Source: an optimization exercise on an open RTL-to-GDS flow (aim: small area). Production flows keep margins and buffers that such runs may drop.
Function was checked by simulation only, so behaviour that the tests miss may differ from the original.
Power is estimated from default activity; no workload was simulated.

[flow/standard.sh]
#!/bin/bash
# synth_recipe.tcl (not shown) runs the flow's synth.tcl, then flattens the netlist and writes it again
# the make line also repeats each setting of config.mk as NAME=value (left out here)
make -C /OpenROAD-flow-scripts/flow DESIGN_CONFIG=/design/flow/config.mk WORK_HOME=/design/flow/orfs CLKGATE_MAP_FILE= SYNTH_SCRIPT=/design/flow/synth_recipe.tcl "${@:-finish}"
[flow/flow/run.sh]
#!/bin/bash
# The standard layout (standard.sh) with two changes:
#  - synthesis maps the logic with flow/abc_deep.script (rounds of ABC deepsyn and area
#    mapping) in place of ORFS's abc_area.script; everything else in the synthesis
#    is synth_recipe.tcl unchanged;
#  - placement buffers every input and output port with buf_1, the smallest buffer.
# Each tool's output goes to the ORFS logs under orfs/logs; standard.sh's own output
# goes to standard.log.
set -euo pipefail
HERE=$(pwd)
export MY_ABC_SCRIPT="$HERE/flow/abc_deep.script"
export BUFFER_PORTS_ARGS="-buffer_cell sky130_fd_sc_hd__buf_1"
{
  cat <<'EOT'
proc abc {args} {
  set i [lsearch -exact $args -script]
  if {$i >= 0} {
    set args [lreplace $args [expr {$i + 1}] [expr {$i + 1}] $::env(MY_ABC_SCRIPT)]
  }
  yosys abc {*}$args
}
EOT
  cat synth_recipe.tcl
} > own_synth.tcl
sed "s#SYNTH_SCRIPT=[^ ]*#SYNTH_SCRIPT=$HERE/own_synth.tcl#" standard.sh > own_standard.sh
grep -q "SYNTH_SCRIPT=$HERE/own_synth.tcl" own_standard.sh
bash own_standard.sh > standard.log 2>&1
[flow/config.mk]
export PLATFORM = sky130hd
export DESIGN_NAME = SubRenderer
export DESIGN_NICKNAME = SubRenderer
export VERILOG_FILES = /design/flow/design.v
export SDC_FILE = /design/flow/constraint.sdc
export NUM_CORES = 4
export LEC_CHECK = 0
export ABC_AREA = 1
export CAP_MARGIN = 20
export CORE_MARGIN = 2
export CORE_UTILIZATION = 40
export CTS_BUF_LIST = sky130_fd_sc_hd__clkbuf_2
export SLEW_MARGIN = 20
export SYNTH_HIERARCHICAL = 1
export SYNTH_MINIMUM_KEEP_SIZE = 0
[flow/design.v]
`timescale 1ns / 1ps
module adds(a, b, s);
	input [10:0] a;
	input [11:0] b;
	output [11:0] s;
	wire [11:0] x = {a[10], a};
	wire [11:0] y = b;
	function [11:0] f(input [11:0] a, input [11:0] b);
		integer i;
		reg c;
		begin
			c = 1'b0;
			for (i = 0; i < 12; i = i + 1) begin
				f[i] = a[i] ^ b[i] ^ c;
				c = (a[i] & b[i]) | (a[i] & c) | (b[i] & c);
			end
		end
	endfunction
	assign s = f(x, y);
endmodule
module addk(a, b, s);
	input [10:0] a;
	input [11:0] b;
	output [12:0] s;
	wire [12:0] x = {2'b11, a};
	wire [12:0] y = {b[11], b};
	function [12:0] f(input [12:0] a, input [12:0] b);
		integer i;
		reg c;
		begin
			c = 1'b0;
			for (i = 0; i < 13; i = i + 1) begin
				f[i] = a[i] ^ b[i] ^ c;
				c = (a[i] & b[i]) | (a[i] & c) | (b[i] & c);
			end
		end
	endfunction
	assign s = f(x, y);
endmodule
module addy(a, b, s);
	input [10:0] a;
	input [11:0] b;
	output [12:0] s;
	wire [12:0] x = {2'b11, a};
	wire [12:0] y = {1'b0, b};
	function [12:0] f(input [12:0] a, input [12:0] b);
		integer i;
		reg c;
		begin
			c = 1'b0;
			for (i = 0; i < 13; i = i + 1) begin
				f[i] = a[i] ^ b[i] ^ c;
				c = (a[i] & b[i]) | (a[i] & c) | (b[i] & c);
			end
		end
	endfunction
	assign s = f(x, y);
endmodule
module SubRenderer(clk, rst, hcount, vcount, blank, startscreen, collision,
                   yPos, fish1X, fish1Y, fish2X, fish2Y, octo1X, octo1Y,
                   rock1X, rock1Y, shark1X, shark1Y,
                   bub1Y, bub2Y, bub3Y, bub4Y, bub5Y, waveX,
                   R, G, B);
	input clk;
	input rst;	 
	input [10:0] hcount, vcount;	 
	input blank;	 
	input startscreen, collision;	 
	input signed [11:0] yPos,
		fish1X, fish1Y,
		fish2X, fish2Y,
		octo1X, octo1Y,
		rock1X, rock1Y,
		shark1X, shark1Y,
		bub1Y, bub2Y, bub3Y, bub4Y, bub5Y,
		waveX;
	output reg [2:0] R, G;
	output reg [1:0] B;
	wire nb = ~blank;
	wire [10:0] nh = ~hcount, nv = ~vcount;
	wire submarine, moon, fish1, fishEyes1, fish2, fishEyes2, octopus1, octoEyes1,
		shark1, sharkEyes1, bubble, wave, rock1;
	wire [12:0] hu = {2'b00, hcount};
	wire [12:0] vu = {2'b00, vcount};
	wire [12:0] sn;
	addy sa(nv, yPos, sn);
	wire [11:0] f1x, f1y, f2x, f2y, ox, oy, rx, ry, bn, wn, bY;
	wire [12:0] kx, ky;
	adds af1x(nh, fish1X, f1x);
	adds af1y(nv, fish1Y, f1y);
	adds af2x(nh, fish2X, f2x);
	adds af2y(nv, fish2Y, f2y);
	adds aox(nh, octo1X, ox);
	adds aoy(nv, octo1Y, oy);
	addk akx(nh, shark1X, kx);
	addk aky(nv, shark1Y, ky);
	adds arx(nh, rock1X, rx);
	adds ary(nv, rock1Y, ry);
	adds abn(nv, bY, bn);	 
	adds awn(nh, waveX, wn);	 
	function geu(input [12:0] x, input integer k);
		integer i;
		reg r;
		begin
			r = 1'b1;
			for (i = 0; i < 13; i = i + 1) r = k[i] ? (x[i] & r) : (x[i] | r);
			geu = r;
		end
	endfunction
	function leu(input [12:0] x, input integer k);
		integer i;
		reg r;
		begin
			r = 1'b1;
			for (i = 0; i < 13; i = i + 1) r = k[i] ? (~x[i] | r) : (~x[i] & r);
			leu = r;
		end
	endfunction
	function les6(input [5:0] a, input [5:0] b, input s);
		integer i;
		reg r;
		begin
			r = ~s;
			for (i = 0; i < 6; i = i + 1) r = (a[i] == b[i]) ? r : b[i];
			les6 = r;
		end
	endfunction
	function lev6(input [5:0] a, input [5:0] b);
		integer i;
		reg r;
		begin
			r = 1'b1;
			for (i = 0; i < 6; i = i + 1) r = (a[i] == b[i]) ? r : b[i];
			lev6 = r;
		end
	endfunction
	function [5:0] moon_w(input [5:0] i);
		case (i)
		6'd0: moon_w = 6'd34;
		6'd1: moon_w = 6'd34;
		6'd2: moon_w = 6'd34;
		6'd3: moon_w = 6'd34;
		6'd4: moon_w = 6'd34;
		6'd5: moon_w = 6'd34;
		6'd6: moon_w = 6'd34;
		6'd7: moon_w = 6'd34;
		6'd8: moon_w = 6'd34;
		6'd9: moon_w = 6'd33;
		6'd10: moon_w = 6'd33;
		6'd11: moon_w = 6'd33;
		6'd12: moon_w = 6'd32;
		6'd13: moon_w = 6'd32;
		6'd14: moon_w = 6'd32;
		6'd15: moon_w = 6'd31;
		6'd16: moon_w = 6'd31;
		6'd17: moon_w = 6'd30;
		6'd18: moon_w = 6'd30;
		6'd19: moon_w = 6'd29;
		6'd20: moon_w = 6'd28;
		6'd21: moon_w = 6'd27;
		6'd22: moon_w = 6'd27;
		6'd23: moon_w = 6'd26;
		6'd24: moon_w = 6'd25;
		6'd25: moon_w = 6'd24;
		6'd26: moon_w = 6'd23;
		6'd27: moon_w = 6'd22;
		6'd28: moon_w = 6'd20;
		6'd29: moon_w = 6'd19;
		6'd30: moon_w = 6'd18;
		6'd31: moon_w = 6'd16;
		6'd32: moon_w = 6'd14;
		6'd33: moon_w = 6'd11;
		6'd34: moon_w = 6'd8;
		6'd35: moon_w = 6'd0;
		6'd36: moon_w = 6'd0;
		6'd37: moon_w = 6'd0;
		6'd38: moon_w = 6'd0;
		6'd39: moon_w = 6'd0;
		6'd40: moon_w = 6'd0;
		6'd41: moon_w = 6'd0;
		6'd42: moon_w = 6'd0;
		6'd43: moon_w = 6'd0;
		6'd44: moon_w = 6'd0;
		6'd45: moon_w = 6'd0;
		6'd46: moon_w = 6'd0;
		6'd47: moon_w = 6'd0;
		6'd48: moon_w = 6'd0;
		6'd49: moon_w = 6'd0;
		6'd50: moon_w = 6'd0;
		6'd51: moon_w = 6'd0;
		6'd52: moon_w = 6'd0;
		6'd53: moon_w = 6'd0;
		6'd54: moon_w = 6'd0;
		6'd55: moon_w = 6'd0;
		6'd56: moon_w = 6'd0;
		6'd57: moon_w = 6'd0;
		6'd58: moon_w = 6'd0;
		6'd59: moon_w = 6'd0;
		6'd60: moon_w = 6'd0;
		6'd61: moon_w = 6'd0;
		6'd62: moon_w = 6'd0;
		6'd63: moon_w = 6'd0;
		default: moon_w = 6'd0;
		endcase
	endfunction
	function [0:0] ring(input [7:0] i);
		case (i)
		8'd0: ring = 1'd0;
		8'd1: ring = 1'd0;
		8'd2: ring = 1'd0;
		8'd3: ring = 1'd0;
		8'd4: ring = 1'd0;
		8'd5: ring = 1'd1;
		8'd6: ring = 1'd1;
		8'd7: ring = 1'd1;
		8'd8: ring = 1'd0;
		8'd9: ring = 1'd1;
		8'd10: ring = 1'd1;
		8'd11: ring = 1'd1;
		8'd12: ring = 1'd0;
		8'd13: ring = 1'd0;
		8'd14: ring = 1'd0;
		8'd15: ring = 1'd0;
		8'd16: ring = 1'd0;
		8'd17: ring = 1'd0;
		8'd18: ring = 1'd0;
		8'd19: ring = 1'd0;
		8'd20: ring = 1'd0;
		8'd21: ring = 1'd1;
		8'd22: ring = 1'd1;
		8'd23: ring = 1'd0;
		8'd24: ring = 1'd0;
		8'd25: ring = 1'd0;
		8'd26: ring = 1'd1;
		8'd27: ring = 1'd1;
		8'd28: ring = 1'd0;
		8'd29: ring = 1'd0;
		8'd30: ring = 1'd0;
		8'd31: ring = 1'd0;
		8'd32: ring = 1'd0;
		8'd33: ring = 1'd0;
		8'd34: ring = 1'd0;
		8'd35: ring = 1'd0;
		8'd36: ring = 1'd0;
		8'd37: ring = 1'd1;
		8'd38: ring = 1'd1;
		8'd39: ring = 1'd0;
		8'd40: ring = 1'd0;
		8'd41: ring = 1'd0;
		8'd42: ring = 1'd1;
		8'd43: ring = 1'd1;
		8'd44: ring = 1'd0;
		8'd45: ring = 1'd0;
		8'd46: ring = 1'd0;
		8'd47: ring = 1'd0;
		8'd48: ring = 1'd0;
		8'd49: ring = 1'd0;
		8'd50: ring = 1'd0;
		8'd51: ring = 1'd0;
		8'd52: ring = 1'd1;
		8'd53: ring = 1'd1;
		8'd54: ring = 1'd1;
		8'd55: ring = 1'd0;
		8'd56: ring = 1'd0;
		8'd57: ring = 1'd0;
		8'd58: ring = 1'd1;
		8'd59: ring = 1'd1;
		8'd60: ring = 1'd1;
		8'd61: ring = 1'd0;
		8'd62: ring = 1'd0;
		8'd63: ring = 1'd0;
		8'd64: ring = 1'd0;
		8'd65: ring = 1'd0;
		8'd66: ring = 1'd0;
		8'd67: ring = 1'd1;
		8'd68: ring = 1'd1;
		8'd69: ring = 1'd1;
		8'd70: ring = 1'd0;
		8'd71: ring = 1'd0;
		8'd72: ring = 1'd0;
		8'd73: ring = 1'd0;
		8'd74: ring = 1'd0;
		8'd75: ring = 1'd1;
		8'd76: ring = 1'd1;
		8'd77: ring = 1'd1;
		8'd78: ring = 1'd0;
		8'd79: ring = 1'd0;
		8'd80: ring = 1'd1;
		8'd81: ring = 1'd1;
		8'd82: ring = 1'd1;
		8'd83: ring = 1'd1;
		8'd84: ring = 1'd1;
		8'd85: ring = 1'd0;
		8'd86: ring = 1'd0;
		8'd87: ring = 1'd0;
		8'd88: ring = 1'd0;
		8'd89: ring = 1'd0;
		8'd90: ring = 1'd0;
		8'd91: ring = 1'd0;
		8'd92: ring = 1'd1;
		8'd93: ring = 1'd1;
		8'd94: ring = 1'd1;
		8'd95: ring = 1'd1;
		8'd96: ring = 1'd1;
		8'd97: ring = 1'd1;
		8'd98: ring = 1'd1;
		8'd99: ring = 1'd1;
		8'd100: ring = 1'd0;
		8'd101: ring = 1'd0;
		8'd102: ring = 1'd0;
		8'd103: ring = 1'd0;
		8'd104: ring = 1'd0;
		8'd105: ring = 1'd0;
		8'd106: ring = 1'd0;
		8'd107: ring = 1'd0;
		8'd108: ring = 1'd0;
		8'd109: ring = 1'd1;
		8'd110: ring = 1'd1;
		8'd111: ring = 1'd1;
		8'd112: ring = 1'd1;
		8'd113: ring = 1'd0;
		8'd114: ring = 1'd0;
		8'd115: ring = 1'd0;
		8'd116: ring = 1'd0;
		8'd117: ring = 1'd0;
		8'd118: ring = 1'd0;
		8'd119: ring = 1'd0;
		8'd120: ring = 1'd0;
		8'd121: ring = 1'd0;
		8'd122: ring = 1'd0;
		8'd123: ring = 1'd0;
		8'd124: ring = 1'd0;
		8'd125: ring = 1'd0;
		8'd126: ring = 1'd0;
		8'd127: ring = 1'd0;
		8'd128: ring = 1'd0;
		8'd129: ring = 1'd0;
		8'd130: ring = 1'd0;
		8'd131: ring = 1'd0;
		8'd132: ring = 1'd0;
		8'd133: ring = 1'd0;
		8'd134: ring = 1'd0;
		8'd135: ring = 1'd0;
		8'd136: ring = 1'd0;
		8'd137: ring = 1'd0;
		8'd138: ring = 1'd0;
		8'd139: ring = 1'd0;
		8'd140: ring = 1'd0;
		8'd141: ring = 1'd0;
		8'd142: ring = 1'd0;
		8'd143: ring = 1'd0;
		8'd144: ring = 1'd1;
		8'd145: ring = 1'd0;
		8'd146: ring = 1'd0;
		8'd147: ring = 1'd0;
		8'd148: ring = 1'd0;
		8'd149: ring = 1'd0;
		8'd150: ring = 1'd0;
		8'd151: ring = 1'd0;
		8'd152: ring = 1'd0;
		8'd153: ring = 1'd0;
		8'd154: ring = 1'd0;
		8'd155: ring = 1'd0;
		8'd156: ring = 1'd0;
		8'd157: ring = 1'd0;
		8'd158: ring = 1'd0;
		8'd159: ring = 1'd0;
		8'd160: ring = 1'd1;
		8'd161: ring = 1'd1;
		8'd162: ring = 1'd1;
		8'd163: ring = 1'd1;
		8'd164: ring = 1'd0;
		8'd165: ring = 1'd0;
		8'd166: ring = 1'd0;
		8'd167: ring = 1'd0;
		8'd168: ring = 1'd0;
		8'd169: ring = 1'd0;
		8'd170: ring = 1'd0;
		8'd171: ring = 1'd0;
		8'd172: ring = 1'd0;
		8'd173: ring = 1'd1;
		8'd174: ring = 1'd1;
		8'd175: ring = 1'd1;
		8'd176: ring = 1'd1;
		8'd177: ring = 1'd1;
		8'd178: ring = 1'd1;
		8'd179: ring = 1'd1;
		8'd180: ring = 1'd1;
		8'd181: ring = 1'd0;
		8'd182: ring = 1'd0;
		8'd183: ring = 1'd0;
		8'd184: ring = 1'd0;
		8'd185: ring = 1'd0;
		8'd186: ring = 1'd0;
		8'd187: ring = 1'd0;
		8'd188: ring = 1'd1;
		8'd189: ring = 1'd1;
		8'd190: ring = 1'd1;
		8'd191: ring = 1'd1;
		8'd192: ring = 1'd0;
		8'd193: ring = 1'd0;
		8'd194: ring = 1'd0;
		8'd195: ring = 1'd1;
		8'd196: ring = 1'd1;
		8'd197: ring = 1'd1;
		8'd198: ring = 1'd0;
		8'd199: ring = 1'd0;
		8'd200: ring = 1'd0;
		8'd201: ring = 1'd0;
		8'd202: ring = 1'd0;
		8'd203: ring = 1'd1;
		8'd204: ring = 1'd1;
		8'd205: ring = 1'd1;
		8'd206: ring = 1'd0;
		8'd207: ring = 1'd0;
		8'd208: ring = 1'd0;
		8'd209: ring = 1'd0;
		8'd210: ring = 1'd0;
		8'd211: ring = 1'd0;
		8'd212: ring = 1'd1;
		8'd213: ring = 1'd1;
		8'd214: ring = 1'd1;
		8'd215: ring = 1'd0;
		8'd216: ring = 1'd0;
		8'd217: ring = 1'd0;
		8'd218: ring = 1'd1;
		8'd219: ring = 1'd1;
		8'd220: ring = 1'd1;
		8'd221: ring = 1'd0;
		8'd222: ring = 1'd0;
		8'd223: ring = 1'd0;
		8'd224: ring = 1'd0;
		8'd225: ring = 1'd0;
		8'd226: ring = 1'd0;
		8'd227: ring = 1'd0;
		8'd228: ring = 1'd0;
		8'd229: ring = 1'd1;
		8'd230: ring = 1'd1;
		8'd231: ring = 1'd0;
		8'd232: ring = 1'd0;
		8'd233: ring = 1'd0;
		8'd234: ring = 1'd1;
		8'd235: ring = 1'd1;
		8'd236: ring = 1'd0;
		8'd237: ring = 1'd0;
		8'd238: ring = 1'd0;
		8'd239: ring = 1'd0;
		8'd240: ring = 1'd0;
		8'd241: ring = 1'd0;
		8'd242: ring = 1'd0;
		8'd243: ring = 1'd0;
		8'd244: ring = 1'd0;
		8'd245: ring = 1'd1;
		8'd246: ring = 1'd1;
		8'd247: ring = 1'd0;
		8'd248: ring = 1'd0;
		8'd249: ring = 1'd0;
		8'd250: ring = 1'd1;
		8'd251: ring = 1'd1;
		8'd252: ring = 1'd0;
		8'd253: ring = 1'd0;
		8'd254: ring = 1'd0;
		8'd255: ring = 1'd0;
		default: ring = 1'd0;
		endcase
	endfunction
	function [5:0] wave_w(input [6:0] i);
		case (i)
		7'd0: wave_w = 6'd11;
		7'd1: wave_w = 6'd13;
		7'd2: wave_w = 6'd15;
		7'd3: wave_w = 6'd17;
		7'd4: wave_w = 6'd18;
		7'd5: wave_w = 6'd19;
		7'd6: wave_w = 6'd21;
		7'd7: wave_w = 6'd22;
		7'd8: wave_w = 6'd23;
		7'd9: wave_w = 6'd24;
		7'd10: wave_w = 6'd24;
		7'd11: wave_w = 6'd25;
		7'd12: wave_w = 6'd26;
		7'd13: wave_w = 6'd27;
		7'd14: wave_w = 6'd27;
		7'd15: wave_w = 6'd28;
		7'd16: wave_w = 6'd28;
		7'd17: wave_w = 6'd29;
		7'd18: wave_w = 6'd29;
		7'd19: wave_w = 6'd30;
		7'd20: wave_w = 6'd30;
		7'd21: wave_w = 6'd30;
		7'd22: wave_w = 6'd30;
		7'd23: wave_w = 6'd31;
		7'd24: wave_w = 6'd31;
		7'd25: wave_w = 6'd31;
		7'd26: wave_w = 6'd31;
		7'd27: wave_w = 6'd31;
		7'd28: wave_w = 6'd31;
		7'd29: wave_w = 6'd31;
		7'd30: wave_w = 6'd32;
		7'd31: wave_w = 6'd31;
		7'd32: wave_w = 6'd31;
		7'd33: wave_w = 6'd31;
		7'd34: wave_w = 6'd31;
		7'd35: wave_w = 6'd31;
		7'd36: wave_w = 6'd31;
		7'd37: wave_w = 6'd31;
		7'd38: wave_w = 6'd30;
		7'd39: wave_w = 6'd30;
		7'd40: wave_w = 6'd30;
		7'd41: wave_w = 6'd30;
		7'd42: wave_w = 6'd29;
		7'd43: wave_w = 6'd29;
		7'd44: wave_w = 6'd28;
		7'd45: wave_w = 6'd28;
		7'd46: wave_w = 6'd27;
		7'd47: wave_w = 6'd27;
		7'd48: wave_w = 6'd26;
		7'd49: wave_w = 6'd25;
		7'd50: wave_w = 6'd24;
		7'd51: wave_w = 6'd24;
		7'd52: wave_w = 6'd23;
		7'd53: wave_w = 6'd22;
		7'd54: wave_w = 6'd21;
		7'd55: wave_w = 6'd19;
		7'd56: wave_w = 6'd18;
		7'd57: wave_w = 6'd17;
		7'd58: wave_w = 6'd15;
		7'd59: wave_w = 6'd13;
		7'd60: wave_w = 6'd11;
		7'd61: wave_w = 6'd7;
		7'd62: wave_w = 6'd0;
		7'd63: wave_w = 6'd0;
		7'd64: wave_w = 6'd0;
		7'd65: wave_w = 6'd0;
		7'd66: wave_w = 6'd0;
		7'd67: wave_w = 6'd0;
		7'd68: wave_w = 6'd0;
		7'd69: wave_w = 6'd0;
		7'd70: wave_w = 6'd0;
		7'd71: wave_w = 6'd0;
		7'd72: wave_w = 6'd0;
		7'd73: wave_w = 6'd0;
		7'd74: wave_w = 6'd0;
		7'd75: wave_w = 6'd0;
		7'd76: wave_w = 6'd0;
		7'd77: wave_w = 6'd0;
		7'd78: wave_w = 6'd0;
		7'd79: wave_w = 6'd0;
		7'd80: wave_w = 6'd0;
		7'd81: wave_w = 6'd0;
		7'd82: wave_w = 6'd0;
		7'd83: wave_w = 6'd0;
		7'd84: wave_w = 6'd0;
		7'd85: wave_w = 6'd0;
		7'd86: wave_w = 6'd0;
		7'd87: wave_w = 6'd0;
		7'd88: wave_w = 6'd0;
		7'd89: wave_w = 6'd0;
		7'd90: wave_w = 6'd0;
		7'd91: wave_w = 6'd0;
		7'd92: wave_w = 6'd0;
		7'd93: wave_w = 6'd0;
		7'd94: wave_w = 6'd0;
		7'd95: wave_w = 6'd0;
		7'd96: wave_w = 6'd0;
		7'd97: wave_w = 6'd0;
		7'd98: wave_w = 6'd0;
		7'd99: wave_w = 6'd0;
		7'd100: wave_w = 6'd0;
		7'd101: wave_w = 6'd0;
		7'd102: wave_w = 6'd0;
		7'd103: wave_w = 6'd0;
		7'd104: wave_w = 6'd0;
		7'd105: wave_w = 6'd0;
		7'd106: wave_w = 6'd0;
		7'd107: wave_w = 6'd0;
		7'd108: wave_w = 6'd0;
		7'd109: wave_w = 6'd0;
		7'd110: wave_w = 6'd0;
		7'd111: wave_w = 6'd0;
		7'd112: wave_w = 6'd0;
		7'd113: wave_w = 6'd0;
		7'd114: wave_w = 6'd0;
		7'd115: wave_w = 6'd0;
		7'd116: wave_w = 6'd0;
		7'd117: wave_w = 6'd0;
		7'd118: wave_w = 6'd0;
		7'd119: wave_w = 6'd0;
		7'd120: wave_w = 6'd0;
		7'd121: wave_w = 6'd0;
		7'd122: wave_w = 6'd0;
		7'd123: wave_w = 6'd0;
		7'd124: wave_w = 6'd0;
		7'd125: wave_w = 6'd0;
		7'd126: wave_w = 6'd0;
		7'd127: wave_w = 6'd7;
		default: wave_w = 6'd0;
		endcase
	endfunction
	wire f1_inx = ((f1x[11:7] == 0) | (&f1x[11:7]));
	wire f1_iny = ((f1y[11:5] == 0) | (&f1y[11:5]));
	wire f1_b = f1_inx & f1_iny & (((geu({~f1x[7], f1x[6:0]}, 207) & leu({~f1x[7], f1x[6:0]}, 217)) & ((geu({~f1y[5], f1y[4:0]}, 26) & leu({~f1y[5], f1y[4:0]}, 61)) | (geu({~f1y[5], f1y[4:0]}, 1) & leu({~f1y[5], f1y[4:0]}, 14)))) |
			((geu({~f1x[7], f1x[6:0]}, 200) & leu({~f1x[7], f1x[6:0]}, 206)) & ((geu({~f1y[5], f1y[4:0]}, 32) & leu({~f1y[5], f1y[4:0]}, 61)) | (geu({~f1y[5], f1y[4:0]}, 1) & leu({~f1y[5], f1y[4:0]}, 19)))) |
			((geu({~f1x[7], f1x[6:0]}, 198) & leu({~f1x[7], f1x[6:0]}, 199)) & ((geu({~f1y[5], f1y[4:0]}, 32) & leu({~f1y[5], f1y[4:0]}, 61)) | (geu({~f1y[5], f1y[4:0]}, 1) & leu({~f1y[5], f1y[4:0]}, 14)))) |
			((geu({~f1x[7], f1x[6:0]}, 192) & leu({~f1x[7], f1x[6:0]}, 197)) & ((geu({~f1y[5], f1y[4:0]}, 26) & leu({~f1y[5], f1y[4:0]}, 61)) | (geu({~f1y[5], f1y[4:0]}, 1) & leu({~f1y[5], f1y[4:0]}, 14)))) |
			((geu({~f1x[7], f1x[6:0]}, 185) & leu({~f1x[7], f1x[6:0]}, 191)) & ((geu({~f1y[5], f1y[4:0]}, 32) & leu({~f1y[5], f1y[4:0]}, 61)) | (geu({~f1y[5], f1y[4:0]}, 1) & leu({~f1y[5], f1y[4:0]}, 19)))) |
			((geu({~f1x[7], f1x[6:0]}, 184) & leu({~f1x[7], f1x[6:0]}, 184)) & ((geu({~f1y[5], f1y[4:0]}, 32) & leu({~f1y[5], f1y[4:0]}, 61)) | (geu({~f1y[5], f1y[4:0]}, 1) & leu({~f1y[5], f1y[4:0]}, 14)))) |
			((geu({~f1x[7], f1x[6:0]}, 181) & leu({~f1x[7], f1x[6:0]}, 183)) & ((geu({~f1y[5], f1y[4:0]}, 26) & leu({~f1y[5], f1y[4:0]}, 61)) | (geu({~f1y[5], f1y[4:0]}, 1) & leu({~f1y[5], f1y[4:0]}, 14)))) |
			((geu({~f1x[7], f1x[6:0]}, 176) & leu({~f1x[7], f1x[6:0]}, 180)) & ((geu({~f1y[5], f1y[4:0]}, 32) & leu({~f1y[5], f1y[4:0]}, 61)) | (geu({~f1y[5], f1y[4:0]}, 1) & leu({~f1y[5], f1y[4:0]}, 14)))) |
			((geu({~f1x[7], f1x[6:0]}, 157) & leu({~f1x[7], f1x[6:0]}, 175)) & ((geu({~f1y[5], f1y[4:0]}, 1) & leu({~f1y[5], f1y[4:0]}, 61)))) |
			((geu({~f1x[7], f1x[6:0]}, 147) & leu({~f1x[7], f1x[6:0]}, 156)) & ((geu({~f1y[5], f1y[4:0]}, 8) & leu({~f1y[5], f1y[4:0]}, 51)))) |
			((geu({~f1x[7], f1x[6:0]}, 142) & leu({~f1x[7], f1x[6:0]}, 146)) & ((geu({~f1y[5], f1y[4:0]}, 16) & leu({~f1y[5], f1y[4:0]}, 41)))) |
			((geu({~f1x[7], f1x[6:0]}, 138) & leu({~f1x[7], f1x[6:0]}, 141)) & ((geu({~f1y[5], f1y[4:0]}, 21) & leu({~f1y[5], f1y[4:0]}, 31)))) |
			((geu({~f1x[7], f1x[6:0]}, 137) & leu({~f1x[7], f1x[6:0]}, 137)) & ((geu({~f1y[5], f1y[4:0]}, 14) & leu({~f1y[5], f1y[4:0]}, 36)))) |
			((geu({~f1x[7], f1x[6:0]}, 136) & leu({~f1x[7], f1x[6:0]}, 136)) & ((geu({~f1y[5], f1y[4:0]}, 13) & leu({~f1y[5], f1y[4:0]}, 37)))) |
			((geu({~f1x[7], f1x[6:0]}, 135) & leu({~f1x[7], f1x[6:0]}, 135)) & ((geu({~f1y[5], f1y[4:0]}, 12) & leu({~f1y[5], f1y[4:0]}, 38)))) |
			((geu({~f1x[7], f1x[6:0]}, 134) & leu({~f1x[7], f1x[6:0]}, 134)) & ((geu({~f1y[5], f1y[4:0]}, 11) & leu({~f1y[5], f1y[4:0]}, 39)))) |
			((geu({~f1x[7], f1x[6:0]}, 133) & leu({~f1x[7], f1x[6:0]}, 133)) & ((geu({~f1y[5], f1y[4:0]}, 10) & leu({~f1y[5], f1y[4:0]}, 40)))) |
			((geu({~f1x[7], f1x[6:0]}, 132) & leu({~f1x[7], f1x[6:0]}, 132)) & ((geu({~f1y[5], f1y[4:0]}, 9) & leu({~f1y[5], f1y[4:0]}, 41)))) |
			((geu({~f1x[7], f1x[6:0]}, 131) & leu({~f1x[7], f1x[6:0]}, 131)) & ((geu({~f1y[5], f1y[4:0]}, 8) & leu({~f1y[5], f1y[4:0]}, 42)))) |
			((geu({~f1x[7], f1x[6:0]}, 130) & leu({~f1x[7], f1x[6:0]}, 130)) & ((geu({~f1y[5], f1y[4:0]}, 7) & leu({~f1y[5], f1y[4:0]}, 43)))) |
			((geu({~f1x[7], f1x[6:0]}, 129) & leu({~f1x[7], f1x[6:0]}, 129)) & ((geu({~f1y[5], f1y[4:0]}, 6) & leu({~f1y[5], f1y[4:0]}, 44)))) |
			((geu({~f1x[7], f1x[6:0]}, 127) & leu({~f1x[7], f1x[6:0]}, 128)) & ((geu({~f1y[5], f1y[4:0]}, 5) & leu({~f1y[5], f1y[4:0]}, 45)))));
	wire f1_e1 = f1_inx & f1_iny & (((geu({~f1x[7], f1x[6:0]}, 202) & leu({~f1x[7], f1x[6:0]}, 212)) & ((geu({~f1y[5], f1y[4:0]}, 43) & leu({~f1y[5], f1y[4:0]}, 51)))));
	wire f1_e2 = f1_inx & f1_iny & (((geu({~f1x[7], f1x[6:0]}, 187) & leu({~f1x[7], f1x[6:0]}, 199)) & ((geu({~f1y[5], f1y[4:0]}, 42) & leu({~f1y[5], f1y[4:0]}, 54)))));
	assign fish1 = nb & f1_b;
	assign fishEyes1 = (nb & f1_e1) | f1_e2;
	wire f2_inx = ((f2x[11:7] == 0) | (&f2x[11:7]));
	wire f2_iny = ((f2y[11:5] == 0) | (&f2y[11:5]));
	wire f2_b = f2_inx & f2_iny & (((geu({~f2x[7], f2x[6:0]}, 207) & leu({~f2x[7], f2x[6:0]}, 217)) & ((geu({~f2y[5], f2y[4:0]}, 26) & leu({~f2y[5], f2y[4:0]}, 61)) | (geu({~f2y[5], f2y[4:0]}, 1) & leu({~f2y[5], f2y[4:0]}, 14)))) |
			((geu({~f2x[7], f2x[6:0]}, 200) & leu({~f2x[7], f2x[6:0]}, 206)) & ((geu({~f2y[5], f2y[4:0]}, 32) & leu({~f2y[5], f2y[4:0]}, 61)) | (geu({~f2y[5], f2y[4:0]}, 1) & leu({~f2y[5], f2y[4:0]}, 19)))) |
			((geu({~f2x[7], f2x[6:0]}, 198) & leu({~f2x[7], f2x[6:0]}, 199)) & ((geu({~f2y[5], f2y[4:0]}, 32) & leu({~f2y[5], f2y[4:0]}, 61)) | (geu({~f2y[5], f2y[4:0]}, 1) & leu({~f2y[5], f2y[4:0]}, 14)))) |
			((geu({~f2x[7], f2x[6:0]}, 192) & leu({~f2x[7], f2x[6:0]}, 197)) & ((geu({~f2y[5], f2y[4:0]}, 26) & leu({~f2y[5], f2y[4:0]}, 61)) | (geu({~f2y[5], f2y[4:0]}, 1) & leu({~f2y[5], f2y[4:0]}, 14)))) |
			((geu({~f2x[7], f2x[6:0]}, 185) & leu({~f2x[7], f2x[6:0]}, 191)) & ((geu({~f2y[5], f2y[4:0]}, 32) & leu({~f2y[5], f2y[4:0]}, 61)) | (geu({~f2y[5], f2y[4:0]}, 1) & leu({~f2y[5], f2y[4:0]}, 19)))) |
			((geu({~f2x[7], f2x[6:0]}, 184) & leu({~f2x[7], f2x[6:0]}, 184)) & ((geu({~f2y[5], f2y[4:0]}, 32) & leu({~f2y[5], f2y[4:0]}, 61)) | (geu({~f2y[5], f2y[4:0]}, 1) & leu({~f2y[5], f2y[4:0]}, 14)))) |
			((geu({~f2x[7], f2x[6:0]}, 181) & leu({~f2x[7], f2x[6:0]}, 183)) & ((geu({~f2y[5], f2y[4:0]}, 26) & leu({~f2y[5], f2y[4:0]}, 61)) | (geu({~f2y[5], f2y[4:0]}, 1) & leu({~f2y[5], f2y[4:0]}, 14)))) |
			((geu({~f2x[7], f2x[6:0]}, 176) & leu({~f2x[7], f2x[6:0]}, 180)) & ((geu({~f2y[5], f2y[4:0]}, 32) & leu({~f2y[5], f2y[4:0]}, 61)) | (geu({~f2y[5], f2y[4:0]}, 1) & leu({~f2y[5], f2y[4:0]}, 14)))) |
			((geu({~f2x[7], f2x[6:0]}, 157) & leu({~f2x[7], f2x[6:0]}, 175)) & ((geu({~f2y[5], f2y[4:0]}, 1) & leu({~f2y[5], f2y[4:0]}, 61)))) |
			((geu({~f2x[7], f2x[6:0]}, 147) & leu({~f2x[7], f2x[6:0]}, 156)) & ((geu({~f2y[5], f2y[4:0]}, 8) & leu({~f2y[5], f2y[4:0]}, 51)))) |
			((geu({~f2x[7], f2x[6:0]}, 142) & leu({~f2x[7], f2x[6:0]}, 146)) & ((geu({~f2y[5], f2y[4:0]}, 16) & leu({~f2y[5], f2y[4:0]}, 41)))) |
			((geu({~f2x[7], f2x[6:0]}, 138) & leu({~f2x[7], f2x[6:0]}, 141)) & ((geu({~f2y[5], f2y[4:0]}, 21) & leu({~f2y[5], f2y[4:0]}, 31)))) |
			((geu({~f2x[7], f2x[6:0]}, 137) & leu({~f2x[7], f2x[6:0]}, 137)) & ((geu({~f2y[5], f2y[4:0]}, 14) & leu({~f2y[5], f2y[4:0]}, 36)))) |
			((geu({~f2x[7], f2x[6:0]}, 136) & leu({~f2x[7], f2x[6:0]}, 136)) & ((geu({~f2y[5], f2y[4:0]}, 13) & leu({~f2y[5], f2y[4:0]}, 37)))) |
			((geu({~f2x[7], f2x[6:0]}, 135) & leu({~f2x[7], f2x[6:0]}, 135)) & ((geu({~f2y[5], f2y[4:0]}, 12) & leu({~f2y[5], f2y[4:0]}, 38)))) |
			((geu({~f2x[7], f2x[6:0]}, 134) & leu({~f2x[7], f2x[6:0]}, 134)) & ((geu({~f2y[5], f2y[4:0]}, 11) & leu({~f2y[5], f2y[4:0]}, 39)))) |
			((geu({~f2x[7], f2x[6:0]}, 133) & leu({~f2x[7], f2x[6:0]}, 133)) & ((geu({~f2y[5], f2y[4:0]}, 10) & leu({~f2y[5], f2y[4:0]}, 40)))) |
			((geu({~f2x[7], f2x[6:0]}, 132) & leu({~f2x[7], f2x[6:0]}, 132)) & ((geu({~f2y[5], f2y[4:0]}, 9) & leu({~f2y[5], f2y[4:0]}, 41)))) |
			((geu({~f2x[7], f2x[6:0]}, 131) & leu({~f2x[7], f2x[6:0]}, 131)) & ((geu({~f2y[5], f2y[4:0]}, 8) & leu({~f2y[5], f2y[4:0]}, 42)))) |
			((geu({~f2x[7], f2x[6:0]}, 130) & leu({~f2x[7], f2x[6:0]}, 130)) & ((geu({~f2y[5], f2y[4:0]}, 7) & leu({~f2y[5], f2y[4:0]}, 43)))) |
			((geu({~f2x[7], f2x[6:0]}, 129) & leu({~f2x[7], f2x[6:0]}, 129)) & ((geu({~f2y[5], f2y[4:0]}, 6) & leu({~f2y[5], f2y[4:0]}, 44)))) |
			((geu({~f2x[7], f2x[6:0]}, 127) & leu({~f2x[7], f2x[6:0]}, 128)) & ((geu({~f2y[5], f2y[4:0]}, 5) & leu({~f2y[5], f2y[4:0]}, 45)))));
	wire f2_e1 = f2_inx & f2_iny & (((geu({~f2x[7], f2x[6:0]}, 202) & leu({~f2x[7], f2x[6:0]}, 212)) & ((geu({~f2y[5], f2y[4:0]}, 43) & leu({~f2y[5], f2y[4:0]}, 51)))));
	wire f2_e2 = f2_inx & f2_iny & (((geu({~f2x[7], f2x[6:0]}, 187) & leu({~f2x[7], f2x[6:0]}, 199)) & ((geu({~f2y[5], f2y[4:0]}, 42) & leu({~f2y[5], f2y[4:0]}, 54)))));
	assign fish2 = nb & f2_b;
	assign fishEyes2 = (nb & f2_e1) | f2_e2;
	wire o_inx = ((ox[11:7] == 0) | (&ox[11:7]));
	wire o_iny = ((oy[11:6] == 0) | (&oy[11:6]));
	wire o_b = o_inx & o_iny & (((geu({~oy[6], oy[5:0]}, 43) & leu({~oy[6], oy[5:0]}, 88)) & ((geu({~ox[7], ox[6:0]}, 147) & leu({~ox[7], ox[6:0]}, 192)))));
	wire o_l = o_inx & o_iny & (((geu({~oy[6], oy[5:0]}, 44) & leu({~oy[6], oy[5:0]}, 56)) & ((geu({~ox[7], ox[6:0]}, 192) & leu({~ox[7], ox[6:0]}, 217)))) |
			((geu({~oy[6], oy[5:0]}, 43) & leu({~oy[6], oy[5:0]}, 43)) & ((geu({~ox[7], ox[6:0]}, 182) & leu({~ox[7], ox[6:0]}, 227)) | (geu({~ox[7], ox[6:0]}, 162) & leu({~ox[7], ox[6:0]}, 172)) | (geu({~ox[7], ox[6:0]}, 132) & leu({~ox[7], ox[6:0]}, 157)))) |
			((geu({~oy[6], oy[5:0]}, 33) & leu({~oy[6], oy[5:0]}, 42)) & ((geu({~ox[7], ox[6:0]}, 207) & leu({~ox[7], ox[6:0]}, 227)) | (geu({~ox[7], ox[6:0]}, 182) & leu({~ox[7], ox[6:0]}, 192)) | (geu({~ox[7], ox[6:0]}, 162) & leu({~ox[7], ox[6:0]}, 172)) | (geu({~ox[7], ox[6:0]}, 132) & leu({~ox[7], ox[6:0]}, 157)))) |
			((geu({~oy[6], oy[5:0]}, 29) & leu({~oy[6], oy[5:0]}, 32)) & ((geu({~ox[7], ox[6:0]}, 182) & leu({~ox[7], ox[6:0]}, 192)) | (geu({~ox[7], ox[6:0]}, 162) & leu({~ox[7], ox[6:0]}, 172)) | (geu({~ox[7], ox[6:0]}, 132) & leu({~ox[7], ox[6:0]}, 142)))) |
			((geu({~oy[6], oy[5:0]}, 24) & leu({~oy[6], oy[5:0]}, 28)) & ((geu({~ox[7], ox[6:0]}, 182) & leu({~ox[7], ox[6:0]}, 192)) | (geu({~ox[7], ox[6:0]}, 152) & leu({~ox[7], ox[6:0]}, 172)) | (geu({~ox[7], ox[6:0]}, 127) & leu({~ox[7], ox[6:0]}, 142)))) |
			((geu({~oy[6], oy[5:0]}, 18) & leu({~oy[6], oy[5:0]}, 23)) & ((geu({~ox[7], ox[6:0]}, 182) & leu({~ox[7], ox[6:0]}, 197)) | (geu({~ox[7], ox[6:0]}, 152) & leu({~ox[7], ox[6:0]}, 172)) | (geu({~ox[7], ox[6:0]}, 127) & leu({~ox[7], ox[6:0]}, 142)))) |
			((geu({~oy[6], oy[5:0]}, 14) & leu({~oy[6], oy[5:0]}, 17)) & ((geu({~ox[7], ox[6:0]}, 187) & leu({~ox[7], ox[6:0]}, 197)) | (geu({~ox[7], ox[6:0]}, 152) & leu({~ox[7], ox[6:0]}, 162)))) |
			((geu({~oy[6], oy[5:0]}, 8) & leu({~oy[6], oy[5:0]}, 13)) & ((geu({~ox[7], ox[6:0]}, 187) & leu({~ox[7], ox[6:0]}, 197)) | (geu({~ox[7], ox[6:0]}, 147) & leu({~ox[7], ox[6:0]}, 162)))) |
			((geu({~oy[6], oy[5:0]}, 3) & leu({~oy[6], oy[5:0]}, 7)) & ((geu({~ox[7], ox[6:0]}, 147) & leu({~ox[7], ox[6:0]}, 162)))));
	wire o_e1 = o_inx & o_iny & (((geu({~oy[6], oy[5:0]}, 68) & leu({~oy[6], oy[5:0]}, 83)) & ((geu({~ox[7], ox[6:0]}, 172) & leu({~ox[7], ox[6:0]}, 184)))));
	wire o_e2 = o_inx & o_iny & (((geu({~oy[6], oy[5:0]}, 68) & leu({~oy[6], oy[5:0]}, 80)) & ((geu({~ox[7], ox[6:0]}, 157) & leu({~ox[7], ox[6:0]}, 167)))));
	assign octopus1 = (nb & o_b) | o_l;
	assign octoEyes1 = (nb & o_e1) | o_e2;
	wire k_inx = ((kx[12:6] == 0) | (&kx[12:6]));
	wire k_iny = ((ky[12:4] == 0) | (&ky[12:4]));
	wire k_b = k_inx & k_iny & (((geu({~ky[4], ky[3:0]}, 29) & leu({~ky[4], ky[3:0]}, 29)) & ((geu({~kx[6], kx[5:0]}, 88) & leu({~kx[6], kx[5:0]}, 89)))) |
			((geu({~ky[4], ky[3:0]}, 28) & leu({~ky[4], ky[3:0]}, 28)) & ((geu({~kx[6], kx[5:0]}, 88) & leu({~kx[6], kx[5:0]}, 90)))) |
			((geu({~ky[4], ky[3:0]}, 27) & leu({~ky[4], ky[3:0]}, 27)) & ((geu({~kx[6], kx[5:0]}, 88) & leu({~kx[6], kx[5:0]}, 91)))) |
			((geu({~ky[4], ky[3:0]}, 26) & leu({~ky[4], ky[3:0]}, 26)) & ((geu({~kx[6], kx[5:0]}, 88) & leu({~kx[6], kx[5:0]}, 92)))) |
			((geu({~ky[4], ky[3:0]}, 25) & leu({~ky[4], ky[3:0]}, 25)) & ((geu({~kx[6], kx[5:0]}, 88) & leu({~kx[6], kx[5:0]}, 93)) | (geu({~kx[6], kx[5:0]}, 61) & leu({~kx[6], kx[5:0]}, 68)))) |
			((geu({~ky[4], ky[3:0]}, 24) & leu({~ky[4], ky[3:0]}, 24)) & ((geu({~kx[6], kx[5:0]}, 88) & leu({~kx[6], kx[5:0]}, 94)) | (geu({~kx[6], kx[5:0]}, 61) & leu({~kx[6], kx[5:0]}, 68)))) |
			((geu({~ky[4], ky[3:0]}, 23) & leu({~ky[4], ky[3:0]}, 23)) & ((geu({~kx[6], kx[5:0]}, 88) & leu({~kx[6], kx[5:0]}, 95)) | (geu({~kx[6], kx[5:0]}, 61) & leu({~kx[6], kx[5:0]}, 68)))) |
			((geu({~ky[4], ky[3:0]}, 22) & leu({~ky[4], ky[3:0]}, 22)) & ((geu({~kx[6], kx[5:0]}, 88) & leu({~kx[6], kx[5:0]}, 96)) | (geu({~kx[6], kx[5:0]}, 61) & leu({~kx[6], kx[5:0]}, 68)))) |
			((geu({~ky[4], ky[3:0]}, 20) & leu({~ky[4], ky[3:0]}, 21)) & ((geu({~kx[6], kx[5:0]}, 88) & leu({~kx[6], kx[5:0]}, 97)) | (geu({~kx[6], kx[5:0]}, 61) & leu({~kx[6], kx[5:0]}, 68)))) |
			((geu({~ky[4], ky[3:0]}, 14) & leu({~ky[4], ky[3:0]}, 19)) & ((geu({~kx[6], kx[5:0]}, 61) & leu({~kx[6], kx[5:0]}, 118)))) |
			((geu({~ky[4], ky[3:0]}, 13) & leu({~ky[4], ky[3:0]}, 13)) & ((geu({~kx[6], kx[5:0]}, 70) & leu({~kx[6], kx[5:0]}, 118)) | (geu({~kx[6], kx[5:0]}, 61) & leu({~kx[6], kx[5:0]}, 68)))) |
			((geu({~ky[4], ky[3:0]}, 12) & leu({~ky[4], ky[3:0]}, 12)) & ((geu({~kx[6], kx[5:0]}, 71) & leu({~kx[6], kx[5:0]}, 118)) | (geu({~kx[6], kx[5:0]}, 61) & leu({~kx[6], kx[5:0]}, 68)))) |
			((geu({~ky[4], ky[3:0]}, 11) & leu({~ky[4], ky[3:0]}, 11)) & ((geu({~kx[6], kx[5:0]}, 72) & leu({~kx[6], kx[5:0]}, 118)) | (geu({~kx[6], kx[5:0]}, 61) & leu({~kx[6], kx[5:0]}, 68)))) |
			((geu({~ky[4], ky[3:0]}, 10) & leu({~ky[4], ky[3:0]}, 10)) & ((geu({~kx[6], kx[5:0]}, 83) & leu({~kx[6], kx[5:0]}, 118)) | (geu({~kx[6], kx[5:0]}, 61) & leu({~kx[6], kx[5:0]}, 68)))) |
			((geu({~ky[4], ky[3:0]}, 9) & leu({~ky[4], ky[3:0]}, 9)) & ((geu({~kx[6], kx[5:0]}, 84) & leu({~kx[6], kx[5:0]}, 115)) | (geu({~kx[6], kx[5:0]}, 61) & leu({~kx[6], kx[5:0]}, 68)))) |
			((geu({~ky[4], ky[3:0]}, 8) & leu({~ky[4], ky[3:0]}, 8)) & ((geu({~kx[6], kx[5:0]}, 85) & leu({~kx[6], kx[5:0]}, 112)) | (geu({~kx[6], kx[5:0]}, 61) & leu({~kx[6], kx[5:0]}, 68)))) |
			((geu({~ky[4], ky[3:0]}, 7) & leu({~ky[4], ky[3:0]}, 7)) & ((geu({~kx[6], kx[5:0]}, 86) & leu({~kx[6], kx[5:0]}, 109)))) |
			((geu({~ky[4], ky[3:0]}, 6) & leu({~ky[4], ky[3:0]}, 6)) & ((geu({~kx[6], kx[5:0]}, 87) & leu({~kx[6], kx[5:0]}, 106)))));
	wire k_e = k_inx & k_iny & (((geu({~ky[4], ky[3:0]}, 15) & leu({~ky[4], ky[3:0]}, 18)) & ((geu({~kx[6], kx[5:0]}, 109) & leu({~kx[6], kx[5:0]}, 113)))));
	assign shark1 = nb & k_b;
	assign sharkEyes1 = nb & k_e;
	wire r_inx = ((rx[11:5] == 0) | (&rx[11:5]));
	wire r_iny = ((ry[11:5] == 0) | (&ry[11:5]));
	wire r_b = r_inx & r_iny & (((geu({~rx[5], rx[4:0]}, 31) & leu({~rx[5], rx[4:0]}, 56)) & ((geu({~ry[5], ry[4:0]}, 6) & leu({~ry[5], ry[4:0]}, 31)))));
	assign rock1 = nb & r_b;
	assign submarine = nb & ((sn[12:4] == 0) | (&sn[12:4])) & (((geu(hu, 100) & leu(hu, 130)) & (geu({~sn[4], sn[3:0]}, 5) & leu({~sn[4], sn[3:0]}, 15))) |
		((geu(hu, 130) & leu(hu, 132)) & (geu({~sn[4], sn[3:0]}, 6) & leu({~sn[4], sn[3:0]}, 14))) |
		((geu(hu, 132) & leu(hu, 134)) & (geu({~sn[4], sn[3:0]}, 7) & leu({~sn[4], sn[3:0]}, 13))) |
		((geu(hu, 134) & leu(hu, 136)) & (geu({~sn[4], sn[3:0]}, 8) & leu({~sn[4], sn[3:0]}, 12))) |
		((geu(hu, 95) & leu(hu, 100)) & (geu({~sn[4], sn[3:0]}, 7) & leu({~sn[4], sn[3:0]}, 13))) |
		((geu(hu, 105) & leu(hu, 115)) & (geu({~sn[4], sn[3:0]}, 15) & leu({~sn[4], sn[3:0]}, 19)) & (yPos[11:2] != 0)));
	wire [2:0] mh = {hcount[6] ^ ~(hcount[5] | hcount[4]), ~(hcount[5] ^ hcount[4]), ~hcount[4]};
	wire ms = mh[2];
	wire [5:0] mx = {mh[1:0], hcount[3:0]} ^ {6{ms}};
	assign moon = nb & geu(hu, 366) & leu(hu, 434) & (vcount[10:6] == 5'd0) & leu(vu, 34) &
		les6(mx, moon_w(vcount[5:0]), ms);
	wire bc1 = geu(hu, 493) & leu(hu, 507);
	wire bc2 = geu(hu, 393) & leu(hu, 407);
	wire bc3 = geu(hu, 293) & leu(hu, 307);
	wire bc4 = geu(hu, 193) & leu(hu, 207);
	wire bc5 = geu(hu, 93) & leu(hu, 107);
	assign bY = ({12{bc1}} & bub1Y) | ({12{bc2}} & bub2Y) | ({12{bc3}} & bub3Y) |
	            ({12{bc4}} & bub4Y) | ({12{bc5}} & bub5Y);
	wire [1:0] bj = {bc3 | bc4, bc1 | bc3 | bc5};
	wire [3:0] bdx = {hcount[3] ^ bj[1] ^ (~hcount[2] & bj[0]), hcount[2] ^ bj[0], hcount[1:0]};
	assign bubble = nb & (bc1 | bc2 | bc3 | bc4 | bc5) & ((bn[11:3] == 0) | (&bn[11:3])) & (leu({~bn[3], bn[2:0]}, 14)) &
		ring({bdx, ~bn[3:0]});
	wire ws = ~wn[5];
	wire [5:0] wx = {1'b0, wn[4:0] ^ {5{wn[5]}}};
	wire wvy = ((vcount[10:6] == 5'd0) & (vcount[5:0] != 6'd63)) | ((&vcount[10:6]) & (&vcount[5:1]));
	wire wcirc = ((wn[11:10] == 0) | (&wn[11:10])) & (geu({~wn[10], wn[9:0]}, 991) & leu({~wn[10], wn[9:0]}, 1695)) & wvy &
		les6(wx, wave_w({vcount[10], vcount[5:0]}), ws);
	assign wave = (nb & wcirc) | (leu(hu, 640) & leu(vu, 36));
	wire water = nb & leu(hu, 640) & geu(vu, 30) & leu(vu, 480);
	always @ (posedge clk) begin
	if (rst) begin
		R <= 0;
		G <= 0;
		B <= 0;
	end
	else if (submarine)	begin    
			if (collision) begin
				if (~startscreen) begin
					R <= 3'b111;
					G <= 3'b001;
					B <= 2'b00;
				end
			end
			else
				begin
					R <= 3'b111;
					G <= 3'b110;
					B <= 2'b01;
				end
		end
		else if (moon) begin
			R <= 3'b111;
			G <= 3'b111;
			B <= 2'b11;
		end
		else if (fishEyes1 | fishEyes2 ) begin
			R <= 3'b111;
			G <= 3'b010;
			B <= 2'b00;
		end
		else if (fish1 | fish2) begin
			R <= 3'b111;
			G <= 3'b010;
			B <= 2'b11;
		end
		else if (octoEyes1)begin
			R <= 3'b111;
			G <= 3'b000;
			B <= 2'b01;
		end
		else if (sharkEyes1) begin
				R <= 3'b100;
				G <= 3'b000;
				B <= 2'b01;
		end
		else if (shark1) begin
				R <= 3'b110;
				G <= 3'b110;
				B <= 2'b11;
		end
		else if (octopus1) begin
			R <= 3'b001;
			G <= 3'b111;
			B <= 2'b11;
		end
		else if (bubble)begin
			R <= 3'b001;
			G <= 3'b110;
			B <= 2'b11;
		end
		else if (wave) begin
			R <= 3'b000;
			G <= 3'b000;
			B <= 2'b00;
		end
		else if (rock1) begin
				R <= 3'b011;
				G <= 3'b110;
				B <= 2'b01;
		end
		else if (water) begin
			R <= 3'b000;
			G <= 3'b000;
			B <= 2'b11;
		end
		else begin	 
			R <= 0;
			G <= 0;
			B <= 0;
		end
	end
endmodule
[flow/flow/abc_deep.script]
strash; &get -n; &deepsyn -T 40; &put; strash; dch -f; amap; &get -n; &deepsyn -T 40; &put; strash; dch -f; amap; &get -n; &deepsyn -T 40; &dch -f; &nf -R 1000 -p -F 8 -A 4; &put; topo
[flow/constraint.sdc]
create_clock -name core_clock -period 25.0 [get_ports {clk}]
set_input_delay 5.0000 -clock core_clock [delete_from_list [all_inputs] [get_ports {clk}]]
set_output_delay 5.0000 -clock core_clock [all_outputs]
set_load 0.01 [all_outputs]
==> impl_metrics.yaml, run 1 <==
outcome:
  outcome: "timing/DRC/antenna clean"
worst_setup_path:
  r2r_end: "G[0]"
  crit_path_start_kind: "input pin"
  crit_type: "in2reg"
  crit_arrival_ps: 13160
  rr_startpoint: "G[0]"
  crit_buf_inv: 4
  cp_data_required_time_ps: 25180
  ff2ff_path_depth: 2
  critical-path-top-delay-family: "adder cells"
  slowest_delay_ps: 540
  crit_top_cell: "fa_1"
  slowest_stage: "clkinv_1"
  r2r_slack_ps: 24220
  worstPathMaxFanout: 13
  end_kind: "flip-flop"
drt:
  ant_nets: 0
  drc: 0
  totalWireLength_um: 29000
  drt-pass1-iter-count: 8
  first_iter_violations: 846
  viasPerCell: 6.24
  vias: 8447
  wl_per_cell_um: 21.4
grt:
  antenna_found_initial: 0
  grt_pass1_wl_um: 45300
  grt_pass1_vias: 8311
  grt_util_all_layers_pct: 29.9
  grt_max_degree: 18
  grt.overflow.total: 0
timing:
  finalHoldViolations: 0
  fmax_ghz: 0.0770
  fin_skew_ps: 0
  hold_ws_ps: 485
  maxSlewViolCount: 0
  tightest_slew_ps: 956
  period_minus_slack_ps: 12980
  slew_headroom_pct: 35.9
  setup_slack_ps: 12020
  rsz0062_at_grt: "no"
  finalSetupViolCount: 0
  fin_tns_setup_ps: 0
  period_share_pct: 51.9
place:
  dpl_worst_slack_ps: 11840
  port-buffer-count: 238
  place_hpwl_um: 24000
  gp_congestion: 0.971
  placed_cell_area_um2: 8490
pwr:
  vdd_drop_max_uv: 16.8
  p_total_uw: 273
  power-per-cell-area_nw_per_um2: 32.1
  leakage_nw: 2.82
yosys:
  synthesis.area_um2: 7230
  synth_top_cell_by_area: "fa_1"
  synth_seq_cells: 8
  synth_nets: 1266
  synth-async-reset-ratio_pct: 0
  synth-main-ff-cell: "dfxtp_1"
  synthCells: 875
  synthTopCellsByArea: "fa_1 36%, ha_1 5.2%, o21ai_0 4.4%"
  synth.distinct_cells: 58
  synth_edf_count: 0
  yosysWarnings: 10
  yosysTopAreaCellShare_pct: 36.0
  avgSynthCellArea_um2: 8.27
  seq_area_frac_synth_pct: 2.21
floorplan:
  ioPinCount: 239
  die_x_um: 138
  die_y_um: 138
  die_area_um2: 19200
  core.rowCount: 49
  core-area_um2: 17800
  start_util_pct: 40.5
clock_tree:
  cts_tree: "done"
  hold_buffers: 0
  cts_buffer_depth: 2
  cts_buffers: 3
  cts-resized-gates: 0
  numClockSinks: 8
  clk_latency_ps: 240
  clkTransAtPathRegs_ps: 80
  cts_setup_buffers: 0
  h-tree-depth: 1
  cts_root_buf: "clkbuf_2"
min_path:
  hold_depth: 1
  hp-class: "reg2reg"
  holdPathEnd: "G[1]"
  hold_path_startpoint: "G[1]"
job:
  maxCapViolCount: 0
cells_and_area:
  drive_gt1_share_pct: 1.25
  fin_area_um2: 8510
  syn_to_final_growth_pct: 17.6
  nets: 1517
[kinds of logic (layout without fill, tap and decap cells)]
| group | Yosys count | count (layout) | synth area share [%] |
|---|---|---|---|
| buffers and inverters | 42 | 291 | 2.18 |
| xor gates and xnor gates | 32 | 32 | 3.87 |
| adders and majority gates | 161 | 161 | 41.3 |
| AOI/OAI and AO/OA | 285 | 285 | 26.5 |
| DFF | 8 | 8 | 2.21 |
| other | 0 | 1 | 0 |
| and+or+nand+nor | 347 | 347 | 23.9 |
[Yosys stat by module (local to each module, per instance)]
module	area [um2]	flip-flops and latches
addy	236	0
SubRenderer	4230	8
addk	233	0
adds	230	0
[worst max-delay path by stage]
| stage | startpoint | endpoint | slack (ps) | depth (start not counted) |
|---|---|---|---|---|
| final | hcount[5] | B[1] | 12020 | 34 |
| after global routing | hcount[5] | B[1] | 11400 | 33 |
| after CTS | hcount[5] | B[1] | 12070 | 34 |
| after detailed placement | hcount[3] | B[1] | 11840 | 32 |
| after global placement | hcount[5] | B[1] | 11940 | 34 |
| after floorplan | hcount[1] | B[0] | 12990 | 29 |
[state kept, by name (all words and copies together), names as in the netlist]
register	cells
G	3
R	3
B	2
[layout make-up]
| type | count | area (um2) |
|---|---|---|
| fill | 1824 | 9330 |
| clock buffer | 3 | 15.0 |
| antenna | 1 | 2.50 |
| timing repair buffer | 246 | 953 |
| tap | 229 | 287 |
| multi-input combinational | 825 | 6930 |
| sequential | 8 | 160 |
| inverter | 42 | 158 |
[metal layers]
metal	up-vias	GRT usage [%]	share of wire (%)
met1	4006	40.5	40
met3	63	3.84	8.1
met5	-	0	0
met4	0	12.4	5.0
met2	499	48.5	47
li1	3879	-	-
[power by group]
group / switching, mW / internal, mW / total (mW)
combinational: 0.153 / 0.0989 / 0.252
clock: 0.00457 / 0.00327 / 0.00785
sequential: 0.0000489 / 0.0128 / 0.0129
total: 0.158 / 0.115 / 0.273
[cell usage in the layout, fill, tap and decap left out, types with 18 or more instances in the layout]
cell type	Yosys	routed
a211oi_1	19	18
a21oi_1	52	52
buf_1	0	238
clkinv_1	42	42
fa_1	130	130
ha_1	30	30
nand2_1	67	67
nand3_1	44	44
nand4_1	18	18
nor2_1	83	83
nor3_1	42	41
nor4_1	23	22
o21ai_0	63	63
o22ai_1	18	18
xnor2_1	24	24
[worst reg2reg max path, cell delays in order, from the launching register on]
cell,delay [ps]
dfxtp_1,330
o21ai_0,100
a221oi_1,260
[synth_stat cells (all sizes together) (5+ instances only)]
library cell,instances
nor4,23
o31ai,8
or3,10
nor2b,9
a22oi,17
and2,6
o22ai,18
o211ai,8
a21oi,52
a222oi,12
nand3b,5
a2111oi,9
a221oi,6
nand2,67
o32ai,6
xnor2,24
nand3,44
nor3b,5
o21a,10
dfxtp,8
ha,30
o21ai,63
and3,7
or4,8
a31oi,16
xor2,8
fa,130
a211oi,19
clkinv,42
nor3,42
nand2b,12
nor2,83
nand4,18
[through the flow]
stage	std cells	util (%)
after CTS	1353	47.7
after global routing	1353	47.7
after floorplan	875	-
after global placement	1350	47.6
final	1354	47.7
after detailed placement	1350	47.6
==> inputs of run 2 (changes only) <==
--- a/flow/config.mk
+++ b/flow/config.mk
@@ -11,3 +11,3 @@
 export CORE_UTILIZATION = 40
-export CTS_BUF_LIST = sky130_fd_sc_hd__clkbuf_2
+export CTS_BUF_LIST = sky130_fd_sc_hd__clkbuf_4
 export SLEW_MARGIN = 20
==> run 2 against run 1 <==
  * Power decreased by 1.3%
  * Largest power group unchanged
  * Still clean on timing, DRC and antenna
  * Routed wire length is 3.1% lower
  * Clock power rose by 29%
  * Clock-buffer cell count is the same
  * Sequential share of layout area is essentially flat
  * Critical endpoint is now G[2]
  * Cell count is 2.3% higher
  * Highest routed layer unchanged
  * Sequential power barely moved
==> impl_metrics.yaml, run 2 <==
outcome:
  outcome: "timing/DRC/antenna clean"
drt:
  drc: 0
  vias: 8204
  totalWireLength_um: 28100
  drt-pass1-iter-count: 7
  ant_nets: 0
  viasPerCell: 5.92
  first_iter_violations: 623
  wl_per_cell_um: 20.3
worst_setup_path:
  crit_top_cell: "fa_1"
  crit_path_start_kind: "input pin"
  ff2ff_path_depth: 4
  slowest_stage: "clkinv_1"
  end_kind: "flip-flop"
  crit_type: "in2reg"
  r2r_end: "R[1]"
  slowest_delay_ps: 500
  crit_arrival_ps: 13060
  cp_data_required_time_ps: 25200
  worstPathMaxFanout: 13
  r2r_slack_ps: 24250
  rr_startpoint: "R[1]"
grt:
  grt.overflow.total: 0
  grt_pass1_vias: 8187
  grt_util_all_layers_pct: 28.4
  grt_max_degree: 29
  grt_pass1_wl_um: 43400
  antenna_found_initial: 1
yosys:
  synth_seq_cells: 8
  avgSynthCellArea_um2: 8.04
  synth-main-ff-cell: "dfxtp_1"
  synth.distinct_cells: 56
  synth_top_cell_by_area: "fa_1"
  synth_edf_count: 0
  yosysWarnings: 10
  yosysTopAreaCellShare_pct: 35.8
  synth.most_common_cell: "fa_1"
  seq_area_frac_synth_pct: 2.20
  synthTopCellsByArea: "fa_1 36%, o21ai_0 5.7%, ha_1 5.2%"
  synth_common_cells: "130 x fa_1, 83 x o21ai_0, 81 x nand2_1"
  synthCells: 904
  synth_nets: 1295
  synth-async-reset-ratio_pct: 0
  synthesis.area_um2: 7270
floorplan:
  ioPinCount: 239
  die_y_um: 139
  die_x_um: 139
  core.rowCount: 49
  start_util_pct: 40.6
  core-area_um2: 17900
  die_area_um2: 19300
clock_tree:
  cts_tree: "done"
  hold_buffers: 0
  cts_buffer_depth: 2
  numClockSinks: 8
  cts_setup_buffers: 0
  h-tree-depth: 1
  cts-resized-gates: 0
  cts_buffers: 3
  clkTransAtPathRegs_ps: 60
  clk_latency_ps: 250
  cts_root_buf: "clkbuf_4"
cells_and_area:
  syn_to_final_growth_pct: 17.9
  layout_commonest_cell: "buf_1"
  n_fill_cell: 1836
  final_cell_mix: "238 x buf_1, 130 x fa_1, 83 x o21ai_0"
  reg_top3: "G: 3 flops, R: 3 flops, B: 2 flops"
  nets: 1548
  fin_area_um2: 8570
  drive_gt1_share_pct: 1.39
min_path:
  hp-class: "reg2reg"
  hold_path_startpoint: "G[2]"
  holdPathEnd: "G[2]"
  hold_depth: 2
timing:
  period_minus_slack_ps: 12850
  fin_tns_setup_ps: 0
  period_share_pct: 51.4
  maxSlewViolCount: 0
  slew_headroom_pct: 43.2
  finalSetupViolCount: 0
  fmax_ghz: 0.0778
  finalHoldViolations: 0
  fin_skew_ps: 0
  rsz0062_at_grt: "no"
  hold_ws_ps: 508
  tightest_slew_ps: 847
pwr:
  leakage_nw: 2.90
  vdd_drop_max_uv: 24.4
  power-per-cell-area_nw_per_um2: 31.4
place:
  place_hpwl_um: 23200
  port-buffer-count: 238
  placed_cell_area_um2: 8540
  gp_congestion: 0.944
job:
  maxCapViolCount: 0
[run 2: changes by cell type after synthesis, moves of 7 or more]
cell       delta
o21ai_0      +20
nand2_1      +14
a22oi_1      +13
a222oi_1     -12
nand2b_1      +9
a2111oi_0     -8
o21a_1        -7
[run 2: power breakdown]
part / total [mW] / internal, mW / switching, mW
logic: 0.246 / 0.0976 / 0.149
registers: 0.0130 / 0.0129 / 0.000104
clock network: 0.0101 / 0.00551 / 0.00461
total: 0.269 / 0.116 / 0.153
[run 2: how the worst max path moves through the flow]
stage / start / end / depth (start not counted)
after floorplan: hcount[4] / G[2] / 31
after global placement: hcount[4] / G[2] / 33
after detailed placement: hcount[4] / G[2] / 33
after CTS: hcount[4] / G[2] / 33
after global routing: hcount[3] / G[2] / 33
final: hcount[4] / G[2] / 33
[run 2: worst max-delay path: cells and delay by family]
family                   cells  cell delay, ps
adder cells (fa/ha/maj)     13            4650
AND/OR/NAND/NOR              8             860
buffers and inverters        4             990
AO/OA/AOI/OAI                6            1260
XOR/XNOR                     2             300
[run 2: cells by family after synthesis]
logic type	count (synthesis)	share of synthesized area (%)
flip-flops	8	2.20
buffers and inverters	47	2.43
XOR/XNOR	32	3.85
AO/OA/AOI/OAI	292	25.5
multiplexers	1	0.138
AND/OR/NAND/NOR	364	25.0
adder cells (fa/ha/maj)	160	41.0
[run 2: metrics by stage]
step	util (%)	setup slack (ps)	total power, mW	std cells
CTS	47.9	12110	0.266	1384
global placement	47.7	12090	0.255	1381
finish	47.9	12150	0.269	1385
floorplan	-	13050	0.184	904
global route	47.9	11520	0.300	1384
detailed placement	47.7	11880	0.255	1381
[run 2: area by class of cell]
type | instances | area [um2] | share of cell area, %
Multi-Input combinational cell | 849 | 6950 | 81.1
Timing Repair Buffer | 248 | 968 | 11.3
Tap cell | 229 | 287 | 3.34
Inverter | 47 | 176 | 2.06
Sequential cell | 8 | 160 | 1.87
Clock buffer | 3 | 22.5 | 0.263
Antenna cell | 1 | 2.50 | 0.0292
[run 2: per-module statistics from Yosys, one instance, submodules excluded]
module       cells inside  cell area, um2  copies in the design
addy                   15             236                     1
addk                   14             233                     2
SubRenderer           731            4270                     1
adds                   13             230                    10
[run 2: routing by layer]
layer,share of wire (%),global-route usage (%)
met5,0,0
met4,4.3,10.7
met3,8.6,5.56
met2,47,48.1
met1,40,36.1

==> afterwards: timing with drivers on the ports <==
In the flow no input, the clock included, has a driving cell. The finished layouts below were timed again as built, in two steps.
Step 1, drivers: a clkbuf_16 drives clk and a buf_2 each remaining input, both assumed.
Step 2 adds t to the input delays and takes it off the output delays; t is the mean of the earliest and latest rising clock arrival at the registers after step 1. Input paths then give back, and output paths get back, about the clock's delay inside the block.
Slacks: ideal ports / drivers / drivers and shift; pairs: ideal ports / drivers.
| run | shift t [ns] | setup WS [ns] | hold WS [ns] |
|---|---|---|---|
| run 1 | 0.256 | 12.017 / 11.980 / 11.724 | 0.485 / 0.485 / 0.485 |
| run 2 | 0.274 | 12.148 / 12.118 / 11.845 | 0.508 / 0.508 / 0.508 |
After both steps setup and hold are still met in every run listed. The setup slack of run 2, which loses most, moves by -0.030 ns with the drivers and by -0.303 ns with both steps.
